This is an optimization exercise on Yosys and OpenROAD, whose aim is a short achievable clock period, not a production implementation.
In this exercise RTL edits were held to simulation tests only and were not proved equivalent to the original.
Power figures rest on the tool's default switching activity, not on a simulated workload.

### design/flow/design.v
module pfx_n (
    input  logic g_hi, p_hi, g_lo, p_lo,
    output logic ng, np
);
    assign ng = ~(g_hi | (p_hi & g_lo));
    assign np = ~(p_hi & p_lo);
endmodule
module pfx_p (
    input  logic ng_hi, np_hi, ng_lo, np_lo,
    output logic g, p
);
    assign g = ~(ng_hi & (np_hi | ng_lo));
    assign p = ~(np_hi | np_lo);
endmodule
module ks_carry #(
    parameter int W = 16
) (
    input  logic [W-1:0] a,
    input  logic [W-1:0] b,
    input  logic         cin,
    output logic [W-1:0] p0,
    output logic [W:0]   c
);
    localparam int L = $clog2(W);
    logic [W-1:0] g [0:L];
    logic [W-1:0] p [0:L];
    logic [W-1:0] g0;
    genvar j;
    generate
        for (j = 0; j < W; j++) begin : PG
            xor_bit u_p (.late(a[j]), .early(b[j]), .y(p0[j]));
            and_bit u_g (.a(a[j]), .b(b[j]), .y(g0[j]));
        end
    endgenerate
    always_comb begin
        g[0] = g0;
        g[0][0] = g0[0] | (p0[0] & cin);
    end
    assign p[0] = p0;
    genvar l, i;
    generate
        for (l = 1; l <= L; l++) begin : lvl
            for (i = 0; i < W; i++) begin : bit_
                if (i >= (1 << (l - 1))) begin : node
                    if (l % 2 == 1) begin : n
                        pfx_n u (.g_hi(g[l-1][i]), .p_hi(p[l-1][i]),
                                 .g_lo(g[l-1][i - (1 << (l - 1))]), .p_lo(p[l-1][i - (1 << (l - 1))]),
                                 .ng(g[l][i]), .np(p[l][i]));
                    end else begin : p_
                        pfx_p u (.ng_hi(g[l-1][i]), .np_hi(p[l-1][i]),
                                 .ng_lo(g[l-1][i - (1 << (l - 1))]), .np_lo(p[l-1][i - (1 << (l - 1))]),
                                 .g(g[l][i]), .p(p[l][i]));
                    end
                end else begin : pass
                    assign g[l][i] = ~g[l-1][i];
                    assign p[l][i] = ~p[l-1][i];
                end
            end
        end
    endgenerate
    assign c = (L % 2 == 1) ? {~g[L], cin} : {g[L], cin};
endmodule
module ks_add #(
    parameter int W = 16
) (
    input  logic [W-1:0] a,
    input  logic [W-1:0] b,
    input  logic         cin,
    output logic [W-1:0] s
);
    logic [W-1:0] p0;
    logic [W:0] c;
    ks_carry #(W) u_c (.a(a), .b(b), .cin(cin), .p0(p0), .c(c));
    assign s = p0 ^ c[W-1:0];
endmodule
module mux_bit (
    input  logic sel,
    input  logic d1,
    input  logic d0,
    output logic y
);
    assign y = sel ? d1 : d0;
endmodule
module muxi_bit (
    input  logic sel,
    input  logic d1,
    input  logic d0,
    output logic y_n
);
    assign y_n = ~(sel ? d1 : d0);
endmodule
module xnor_bit (
    input  logic late,
    input  logic early,
    output logic y
);
    assign y = ~(late ^ early);
endmodule
module xor_bit (
    input  logic late,
    input  logic early,
    output logic y
);
    assign y = late ^ early;
endmodule
module csa #(
    parameter int W = 16
) (
    input  logic [W-1:0] a,
    input  logic [W-1:0] b,
    input  logic [W-1:0] c,
    output logic [W-1:0] s,
    output logic [W-1:0] c_out
);
    logic [W-1:0] ab;
    genvar j;
    generate
        for (j = 0; j < W; j++) begin : B
            xor_bit u_ab (.late(a[j]), .early(b[j]), .y(ab[j]));
            xor_bit u_s  (.late(ab[j]), .early(c[j]), .y(s[j]));
            maj_bit u_c  (.a(a[j]), .b(b[j]), .c(c[j]), .y(c_out[j]));
        end
    endgenerate
endmodule
module maj_bit (
    input  logic a,
    input  logic b,
    input  logic c,
    output logic y
);
    assign y = (a & b) | (c & (a | b));
endmodule
module and_bit (
    input  logic a,
    input  logic b,
    output logic y
);
    assign y = a & b;
endmodule
module lif_neuron #(
    parameter bit NEXT_OUT = 1    
) (
    input  logic clk,
    input  logic rst,
    input  logic [15:0] I_in,
    input  logic hold,
    input  logic [15:0] V_threshold,
    input  logic [17:0] n_leak,
    input  logic [17:0] c_x,
    input  logic [17:0] c_y,
    input  logic [15:0] V_max,
    input  logic [15:0] V_min,
    input  logic [4:0]  refr_reload,    
    output logic spike,
    output logic [2:0] spike_next      
);
    logic [15:0] V_mem;
    logic [4:0] refr_count;
    logic [17:0] v_x, i_x;
    assign v_x = {{2{V_mem[15]}}, V_mem};
    assign i_x = {{2{I_in[15]}}, I_in};
    logic [17:0] ss, sc, xs, xc, ys, yc;
    logic [17:0] s_b, x_b, y_b;
    csa #(18) u_cs (.a(v_x), .b(i_x), .c(n_leak), .s(ss), .c_out(sc));
    csa #(18) u_cx (.a(v_x), .b(i_x), .c(c_x), .s(xs), .c_out(xc));
    csa #(18) u_cy (.a(v_x), .b(i_x), .c(c_y), .s(ys), .c_out(yc));
    assign s_b = {sc[16:0], 1'b0};
    assign x_b = {xc[16:0], 1'b0};
    assign y_b = {yc[16:0], 1'b0};
    logic [17:0] ps, px, py;
    logic [18:0] cs, cx, cy;
    ks_carry #(18) u_s (.a(ss), .b(s_b), .cin(1'b1), .p0(ps), .c(cs));
    ks_carry #(18) u_x (.a(xs), .b(x_b), .cin(1'b0), .p0(px), .c(cx));
    ks_carry #(18) u_y (.a(ys), .b(y_b), .cin(1'b0), .p0(py), .c(cy));
    logic gen16, kill16, w0, w1;
    assign gen16  = ss[16] & s_b[16];
    assign kill16 = ~(ss[16] | s_b[16]);
    assign w0 = ps[16] ^ ps[17] ^ gen16;     
    assign w1 = ps[16] ^ ps[17] ^ kill16;    
    logic gt_wn, lt_wn;
    logic [1:0] gt, lt;
    muxi_bit u_gtw (.sel(cs[16]), .d1(px[17] ^ w1), .d0(px[17] ^ w0), .y_n(gt_wn));
    muxi_bit u_ltw (.sel(cs[16]), .d1(py[17] ^ w1), .d0(py[17] ^ w0), .y_n(lt_wn));
    genvar h;
    generate
        for (h = 0; h < 2; h++) begin : GL
            xor_bit  u_gt (.late(cx[17]), .early(gt_wn), .y(gt[h]));
            xnor_bit u_lt (.late(cy[17]), .early(lt_wn), .y(lt[h]));
        end
    endgenerate
    logic [15:0] p_thr;
    logic [16:0] c_thr;
    ks_carry #(16) u_thr (.a({~V_mem[15], V_mem[14:0]}), .b({V_threshold[15], ~V_threshold[14:0]}),
                          .cin(1'b1), .p0(p_thr), .c(c_thr));
    logic refr_zero, fire;
    assign refr_zero = (refr_count == 5'd0);
    assign fire = refr_zero & c_thr[16];
    logic [15:0] a0, b0, c0, a_n, b_v, c_v, r_n, v_next, s_lo;
    assign s_lo = ps[15:0] ^ cs[15:0];
    assign a0 = ~refr_zero ? V_mem : (fire ? 16'd0 : V_max);
    assign b0 = ~refr_zero ? V_mem : (fire ? 16'd0 : V_min);
    assign c0 = ~refr_zero ? V_mem : (fire ? 16'd0 : s_lo);
    genvar i;
    generate
        for (i = 0; i < 16; i++) begin : SEL
            muxi_bit u_ha (.sel(hold), .d1(V_mem[i]), .d0(a0[i]), .y_n(a_n[i]));
            mux_bit  u_hb (.sel(hold), .d1(V_mem[i]), .d0(b0[i]), .y(b_v[i]));
            mux_bit  u_hc (.sel(hold), .d1(V_mem[i]), .d0(c0[i]), .y(c_v[i]));
            muxi_bit u_lt (.sel(lt[i / 8]), .d1(b_v[i]), .d0(c_v[i]), .y_n(r_n[i]));
            muxi_bit u_gt (.sel(gt[i / 8]), .d1(a_n[i]), .d0(r_n[i]), .y_n(v_next[i]));
        end
    endgenerate
    genvar n;
    generate
        if (NEXT_OUT) begin : g_next
            for (n = 0; n < 3; n++) begin : CP
                mux_bit u_next (.sel(hold), .d1(spike), .d0(fire), .y(spike_next[n]));
            end
        end else begin : g_no_next
            assign spike_next = '0;
        end
    endgenerate
    always_ff @(posedge clk or posedge rst) begin
        if (rst) V_mem <= '0;
        else     V_mem <= v_next;
    end
    always_ff @(posedge clk or posedge rst) begin
        if (rst) begin
            spike      <= 1'b0;
            refr_count <= '0;
        end else if (!hold) begin
            spike <= fire;
            if (!refr_zero) begin
                refr_count <= refr_count - 5'd1;
            end else if (fire) begin
                refr_count <= refr_reload;
            end
        end
    end
endmodule
module spiking_neural_network #(
    parameter int WIDTH = 16,       
    parameter int N_INPUT = 4,      
    parameter int N_OUTPUT = 3      
) (
    input  logic clk, rst,
    input  logic [N_INPUT*WIDTH-1:0] I_in,  
    input  logic load_params,   
    input  logic [WIDTH-1:0] new_V_threshold, new_leak_factor, new_refr_period,
    input  logic signed [WIDTH-1:0] new_V_max, new_V_min,
    input  logic [N_INPUT*N_OUTPUT*WIDTH-1:0] synapses,  
    output logic [N_OUTPUT-1:0] spike_L2   
);
    localparam logic [15:0] THR_R  = 16'd30000;
    localparam logic [17:0] NL_R   = ~18'd100;
    localparam logic [15:0] VMAX_R = 16'h7fff;
    localparam logic [15:0] VMIN_R = 16'h8000;
    localparam logic [17:0] CX_R   = -18'sd100 - 18'sd32767 - 18'sd1;
    localparam logic [17:0] CY_R   = -18'sd100 + 18'sd32768;
    localparam logic [4:0]  RR_R   = 5'd9;
    logic [15:0] thr_e, vmax_a_e, vmax_b, vmin_e;
    logic [17:0] nl_e, cx_e, cy_e;
    logic [4:0]  rr_e;
    logic        adj_r;
    logic [15:0] V_threshold, V_max, V_min;
    logic [17:0] n_leak, c_x, c_y;
    logic [4:0]  refr_reload;    
    assign V_threshold = thr_e ^ THR_R;
    assign V_max       = adj_r ? vmax_b : (vmax_a_e ^ VMAX_R);
    assign V_min       = vmin_e ^ VMIN_R;
    assign n_leak      = nl_e ^ NL_R;
    assign c_x         = cx_e ^ CX_R;
    assign c_y         = cy_e ^ CY_R;
    assign refr_reload = rr_e ^ RR_R;
    logic [17:0] nl_x, nmax_x, nmin_x;
    assign nl_x   = ~{{2{new_leak_factor[15]}}, new_leak_factor};
    assign nmax_x = ~{{2{new_V_max[15]}}, new_V_max};
    assign nmin_x = ~{{2{new_V_min[15]}}, new_V_min};
    logic [3:0] adj;
    genvar q;
    generate
        for (q = 0; q < 4; q++) begin : LIM
            logic [15:0] p_lim;
            logic [16:0] c_lim;
            ks_carry #(16) u_lim (.a({~new_V_max[15], new_V_max[14:0]}),
                                  .b({new_V_min[15], ~new_V_min[14:0]}),
                                  .cin(1'b1), .p0(p_lim), .c(c_lim));
            assign adj[q] = ~c_lim[16];
        end
    endgenerate
    logic [15:0] min_p1;
    ks_add #(16) u_inc (.a(new_V_min), .b(16'd0), .cin(1'b1), .s(min_p1));
    logic [17:0] cx_a, cx_b, cx_bw, cx_n, cy_n, cys, cyc;
    ks_add #(18) u_cxa (.a(nl_x), .b(nmax_x), .cin(1'b1), .s(cx_a));
    ks_add #(18) u_cxb (.a(nl_x), .b(nmin_x), .cin(1'b0), .s(cx_b));
    logic min_top;
    assign min_top = (new_V_min == 16'h7fff);
    assign cx_bw = {cx_b[17:16] + {1'b0, min_top}, cx_b[15:0]};
    assign cx_n  = {adj[2] ? cx_bw[17:12] : cx_a[17:12], adj[1] ? cx_bw[11:6] : cx_a[11:6],
                    adj[0] ? cx_bw[5:0] : cx_a[5:0]};
    assign cys = nl_x ^ nmin_x ^ 18'd2;
    assign cyc = (nl_x & nmin_x) | ((nl_x | nmin_x) & 18'd2);
    ks_add #(18) u_cy (.a(cys), .b({cyc[16:0], 1'b0}), .cin(1'b0), .s(cy_n));
    logic adj_n;
    assign adj_n = adj[3];
    always_ff @(posedge clk or posedge rst) begin
        if (rst) begin
            thr_e    <= '0;
            nl_e     <= '0;
            vmax_a_e <= '0;
            vmax_b   <= '0;
            adj_r    <= 1'b0;
            vmin_e   <= '0;
            cx_e     <= '0;
            cy_e     <= '0;
            rr_e     <= '0;
        end else if (load_params) begin
            thr_e    <= new_V_threshold ^ THR_R;
            nl_e     <= nl_x ^ NL_R;
            vmax_a_e <= new_V_max ^ VMAX_R;
            vmax_b   <= min_p1;
            adj_r    <= adj_n;
            vmin_e   <= new_V_min ^ VMIN_R;
            cx_e     <= cx_n ^ CX_R;
            cy_e     <= cy_n ^ CY_R;
            rr_e     <= (new_refr_period[4:0] - 5'd1) ^ RR_R;
        end
    end
    logic [15:0] d_thr_e, d_vmax_e, d_vmin_e;
    logic [17:0] d_nl_e, d_cx_e, d_cy_e;
    logic [4:0]  d_rr_e;
    always_ff @(posedge clk or posedge rst) begin
        if (rst) begin
            d_thr_e  <= '0;
            d_nl_e   <= '0;
            d_vmax_e <= '0;
            d_vmin_e <= '0;
            d_cx_e   <= '0;
            d_cy_e   <= '0;
            d_rr_e   <= '0;
        end else begin
            d_thr_e  <= thr_e;
            d_nl_e   <= nl_e;
            d_vmax_e <= V_max ^ VMAX_R;
            d_vmin_e <= vmin_e;
            d_cx_e   <= cx_e;
            d_cy_e   <= cy_e;
            d_rr_e   <= rr_e;
        end
    end
    logic [N_INPUT*WIDTH-1:0] I_in_d;
    always_ff @(posedge clk) I_in_d <= I_in;
    logic load_d;
    always_ff @(posedge clk or posedge rst) begin
        if (rst) load_d <= 1'b1;
        else     load_d <= load_params;
    end
    logic [N_INPUT*N_OUTPUT*WIDTH-1:0] weights;
    always_ff @(posedge clk) begin
        if (load_params) weights <= synapses;
    end
    logic [N_INPUT-1:0] spike_L1 [N_OUTPUT];
    logic [N_INPUT-1:0] spike_L1_late;
    logic [WIDTH-1:0] I_syn [N_OUTPUT];
    genvar i;
    generate
        for (i = 0; i < N_INPUT; i++) begin : L1_NEURONS
            logic [2:0] nxt;
            lif_neuron #(.NEXT_OUT(1)) neuron_L1 (
                .clk(clk), .rst(rst),
                .I_in(I_in_d[i*WIDTH +: WIDTH]),
                .hold(load_d),
                .V_threshold(d_thr_e ^ THR_R), .n_leak(d_nl_e ^ NL_R),
                .c_x(d_cx_e ^ CX_R), .c_y(d_cy_e ^ CY_R),
                .V_max(d_vmax_e ^ VMAX_R), .V_min(d_vmin_e ^ VMIN_R),
                .refr_reload(d_rr_e ^ RR_R),
                .spike(spike_L1_late[i]),
                .spike_next(nxt)
            );
            assign spike_L1[0][i] = nxt[0];
            assign spike_L1[1][i] = nxt[1];
            assign spike_L1[2][i] = nxt[2];
        end
    endgenerate
    genvar o, k;
    generate
        for (o = 0; o < N_OUTPUT; o++) begin : SYN
            logic [WIDTH-1:0] sum [N_INPUT];
            for (k = 0; k < N_INPUT; k++) begin : ADD
                ks_add #(WIDTH) u_syn (.a(I_syn[o]), .b(weights[(k*N_OUTPUT+o)*WIDTH +: WIDTH]),
                                       .cin(1'b0), .s(sum[k]));
            end
            logic [N_INPUT-1:0] sp, pick;
            assign sp = spike_L1[o];
            assign pick[3] = sp[3];
            assign pick[2] = ~sp[3] & sp[2];
            assign pick[1] = ~sp[3] & ~sp[2] & sp[1];
            assign pick[0] = ~sp[3] & ~sp[2] & ~sp[1] & sp[0];
            always_ff @(posedge clk or posedge rst) begin
                if (rst) I_syn[o] <= '0;
                else     I_syn[o] <= ({WIDTH{pick[3]}} & sum[3]) | ({WIDTH{pick[2]}} & sum[2])
                                   | ({WIDTH{pick[1]}} & sum[1]) | ({WIDTH{pick[0]}} & sum[0]);
            end
        end
    endgenerate
    logic [2:0] spike_L2_next [N_OUTPUT];
    generate
        for (o = 0; o < N_OUTPUT; o++) begin : L2_NEURONS
            lif_neuron #(.NEXT_OUT(0)) neuron_L2 (
                .clk(clk), .rst(rst),
                .I_in(I_syn[o]),
                .hold(load_params),
                .V_threshold(V_threshold), .n_leak(n_leak), .c_x(c_x), .c_y(c_y),
                .V_max(V_max), .V_min(V_min), .refr_reload(refr_reload),
                .spike(spike_L2[o]),
                .spike_next(spike_L2_next[o])
            );
        end
    endgenerate
endmodule
### design/flow/flow/run.sh
#!/bin/bash
# The standard layout, with the timing repair aiming below the clock
# period (setup margin) so that it keeps improving paths that already meet
# the period. The clock, constraints and every other step are unchanged.
set -euo pipefail
bash standard.sh SETUP_SLACK_MARGIN=7.5 finish > standard_flow.log 2>&1
### design/flow/constraint.sdc
create_clock -name core_clock -period 10.0 [get_ports {clk}]
set_input_delay 2.0000 -clock core_clock [delete_from_list [all_inputs] [get_ports {clk}]]
set_output_delay 2.0000 -clock core_clock [all_outputs]
set_load 0.01 [all_outputs]
### design/flow/standard.sh
#!/bin/bash
# synth_recipe.tcl (not shown) runs the flow's synth.tcl, then flattens the netlist and writes it again
# the make line also repeats each setting of config.mk as NAME=value (left out here)
make -C /OpenROAD-flow-scripts/flow DESIGN_CONFIG=/design/flow/config.mk WORK_HOME=/design/flow/orfs CLKGATE_MAP_FILE= SYNTH_SCRIPT=/design/flow/synth_recipe.tcl "${@:-finish}"
### design/flow/config.mk
export PLATFORM = sky130hd
export DESIGN_NAME = spiking_neural_network
export DESIGN_NICKNAME = spiking_neural_network
export VERILOG_FILES = /design/flow/design.v
export SDC_FILE = /design/flow/constraint.sdc
export NUM_CORES = 4
export LEC_CHECK = 0
export CAP_MARGIN = 20
export CORE_MARGIN = 2
export CORE_UTILIZATION = 40
export PLACE_DENSITY = 0.6
export SLEW_MARGIN = 20
export SYNTH_HIERARCHICAL = 1
==> metrics.cfg <==
[min_path]
min_delay_path_depth=0
hp-class=flop to flop

[critical_path]
r2r_start=nl_e[0]$_DFFE_PP0P_
cp-startpoint=new_leak_factor[6]
crit_buf_inv=4
rr_endpoint=L2_NEURONS[1].neuron_L2.V_mem[6]$_DFF_PP0_
critPathCaptureType=flop
start_kind=primary input
worst_path_most_repeated_cell=a21oi_2
critPathMaxStageDelay_ns=0.29
critPathTopFamily=compound AO/OA/AOI/OAI gates
setup.worst_path.end=cx_e[17]$_DFFE_PP0P_
cp_max_fo=4
required_ns=10.67
worstPathCellList=buf_6, clkinvlp_4, buf_12, xor2_4, a21oi_2, o21ai_2, a21oi_2, o21ai_2, a21oi_2, inv_2, xor2_2, xor2_2, mux2_2, a21oi_2
cp.depth=14
criticalPathCategory=primary input to flop
r2r_slack_ns=6.61
arrival_ns=4.11
rr_worst_depth=17
worst_path_max_delay_cell=mux2_2

[global_routing]
grt_pass1_vias=70000
grt_start_max_net_pins=73
grt_usage=0.295
grt_overflow_total=0
antenna_found_initial=30
grt_pass1_wl_um=451000

[sta]
worst_pin_slew_ns=1.30
slew_headroom=0.114
slew_violations=0
clock-skew-final_ns=0.0333
hold_violations=0
fin_crit_ns=3.44
fin_crit_sh=0.344
fmax_ghz=0.291
rsz0062_at_grt=true
final-setup-viol-count=0
setup_tns_ns=0

[die]
num_rows=165
ios=342
die_w_um=454
dieArea_um2=206000
coreArea_um2=202000
initial_core_util=0.401
die-height_um=454

[placement]
hpwl_um=215000
dpl_cell_area_um2=88200
gp_congestion=0.942
io_buffer_count=330

[detailed_routing]
drc=0
dr.pass1.iters=5
num_vias=70100
routed_wl_um=314000
routed_via_density=5.41
final_antenna_net_count=0
wire_per_inst_um=24.2
drtIter0Drc=4536

[logic_synthesis]
ys_warn_count=227
syn_area_um2=80900
syn_inst=8950
syn_area_per_cell_um2=9.04

[clock_tree]
path_clk_slew_ns=0.06
insertion_delay_ns=0.76
clock_path_buffers=3
cts_buffers=91
cts_tree=built
htree_levels=3
clock-sinks=686
ctsHoldBuffers=0
clockRootBuffer=clkbuf_16

[power_and_ir_drop]
ir_worst_vdd_uv=494
leakagePower_nw=46.9
cellPowerDensity_nw_per_um2=334

[layout]
drive_gt1_frac=0.440
regArea_um2=18300
nets=10600
finalInstanceArea_um2=108000
multi_input_area_um2=67000
fillers=17900
final_common_cell=xor2_1
area_growth_pct=33.4
final_cell_mix=xor2_1, a21oi_2, and2_1

[run_status]
outcome=timing/DRC/antenna clean

[job]
max_cap_violations=0

[worst register-to-register path, cell delays in order, from the launching register on]
cell,delay [ns]
dfrtp_2,0.43
clkinvlp_4,0.12
buf_6,0.12
buf_6,0.10
buf_6,0.10
buf_8,0.13
xor2_2,0.19
xor2_1,0.21
a21o_1,0.19
a21oi_2,0.08
o21ai_2,0.19
a21oi_2,0.10
o21ai_4,0.23
mux2i_4,0.41
xnor2_4,0.17
buf_12,0.16
mux2i_1,0.23
mux2i_1,0.11
[registers in the layout, summed over array words and instances (netlist names), 18 cells and up]
signal	count
weights	192
I_in_d	64
L1_NEURONS.neuron_L1.V_mem	64
I_syn	48
L2_NEURONS.neuron_L2.V_mem	48
L1_NEURONS.neuron_L1.refr_count	20
cx_e	18
cy_e	18
d_cx_e	18
d_cy_e	18
[metrics by stage]
stage	utilization	setup WS [ns]	total power, mW	std cells	hold WS (ns)
finish	0.535	6.56	36.1	13000	0.384
global route	0.535	6.51	37.8	13000	0.392
CTS	0.522	6.56	34.8	12800	0.377
detailed placement	0.437	4.52	25.1	11800	0.361
global placement	0.437	4.54	24.7	11800	0.361
floorplan	-	4.35	20.9	9103	0.354
[layout make-up]
type,instances,share of cell area
antenna,13,0.000301
timing repair buffer,1346,0.128
tap,2672,0.0310
sequential,686,0.170
clock inverter,60,0.00638
inverter,517,0.0217
multi-input combinational,7567,0.621
clock buffer,109,0.0221
timing repair inverter,2,0.000116
[layer usage]
metal / up-vias / part of all wire / track usage
li1: 32600 / - / -
met1: 34700 / 0.41 / 0.366
met2: 2157 / 0.47 / 0.487
met3: 700 / 0.055 / 0.0403
met4: 12 / 0.069 / 0.174
met5: - / 0.00026 / 0
[where the power goes]
part | switching (mW) | internal (mW) | leakage [nW]
Sequential | 1.09 | 3.52 | 7.48
Clock | 1.51 | 1.97 | 1.48
Combinational | 15.3 | 12.7 | 38.0
[repair_timing]
item                                    in CTS  in global routing
pin swaps                                  433                225
gates resized for setup                   1618                286
setup buffers                              806                135
cloned                                      35                  3
endpoints found under the setup margin     855                502
[worst min-delay path by stage]
stage | start | to | slack (ns)
floorplan | cx_e[10]$_DFFE_PP0P_ | d_cx_e[10]$_DFF_PP0_ | 0.35
global placement | nl_e[9]$_DFFE_PP0P_ | d_nl_e[9]$_DFF_PP0_ | 0.36
detailed placement | nl_e[7]$_DFFE_PP0P_ | d_nl_e[7]$_DFF_PP0_ | 0.36
CTS | rr_e[0]$_DFFE_PP0P_ | d_rr_e[0]$_DFF_PP0_ | 0.38
global route | rr_e[0]$_DFFE_PP0P_ | d_rr_e[0]$_DFF_PP0_ | 0.39
finish | nl_e[16]$_DFFE_PP0P_ | d_nl_e[16]$_DFF_PP0_ | 0.38

[afterwards: timing with drivers on the ports]
No port has a modelled driver above. Below, the same layout with a new extraction and two added sets of constraints.
Step 1: set_driving_cell puts a clkbuf_16 on clk and a buf_2 on each other input, an assumption about the parent block.
Step 2, shift: input delay + t, output delay - t, t = (earliest + latest rising clock arrival at the registers) / 2. This alone moves slack from input paths to output paths.
Three values: ideal ports, drivers, drivers and shift; two values: the first two.
t (ns): 0.843
setup slack, ns: 6.565 / 6.496 / 5.759
latest minus earliest clock arrival (ns): 0.040 / 0.039
After both steps this run still meets setup and hold. For this run, drivers alone change the setup slack by -0.069 ns; drivers and shift together by -0.806 ns.
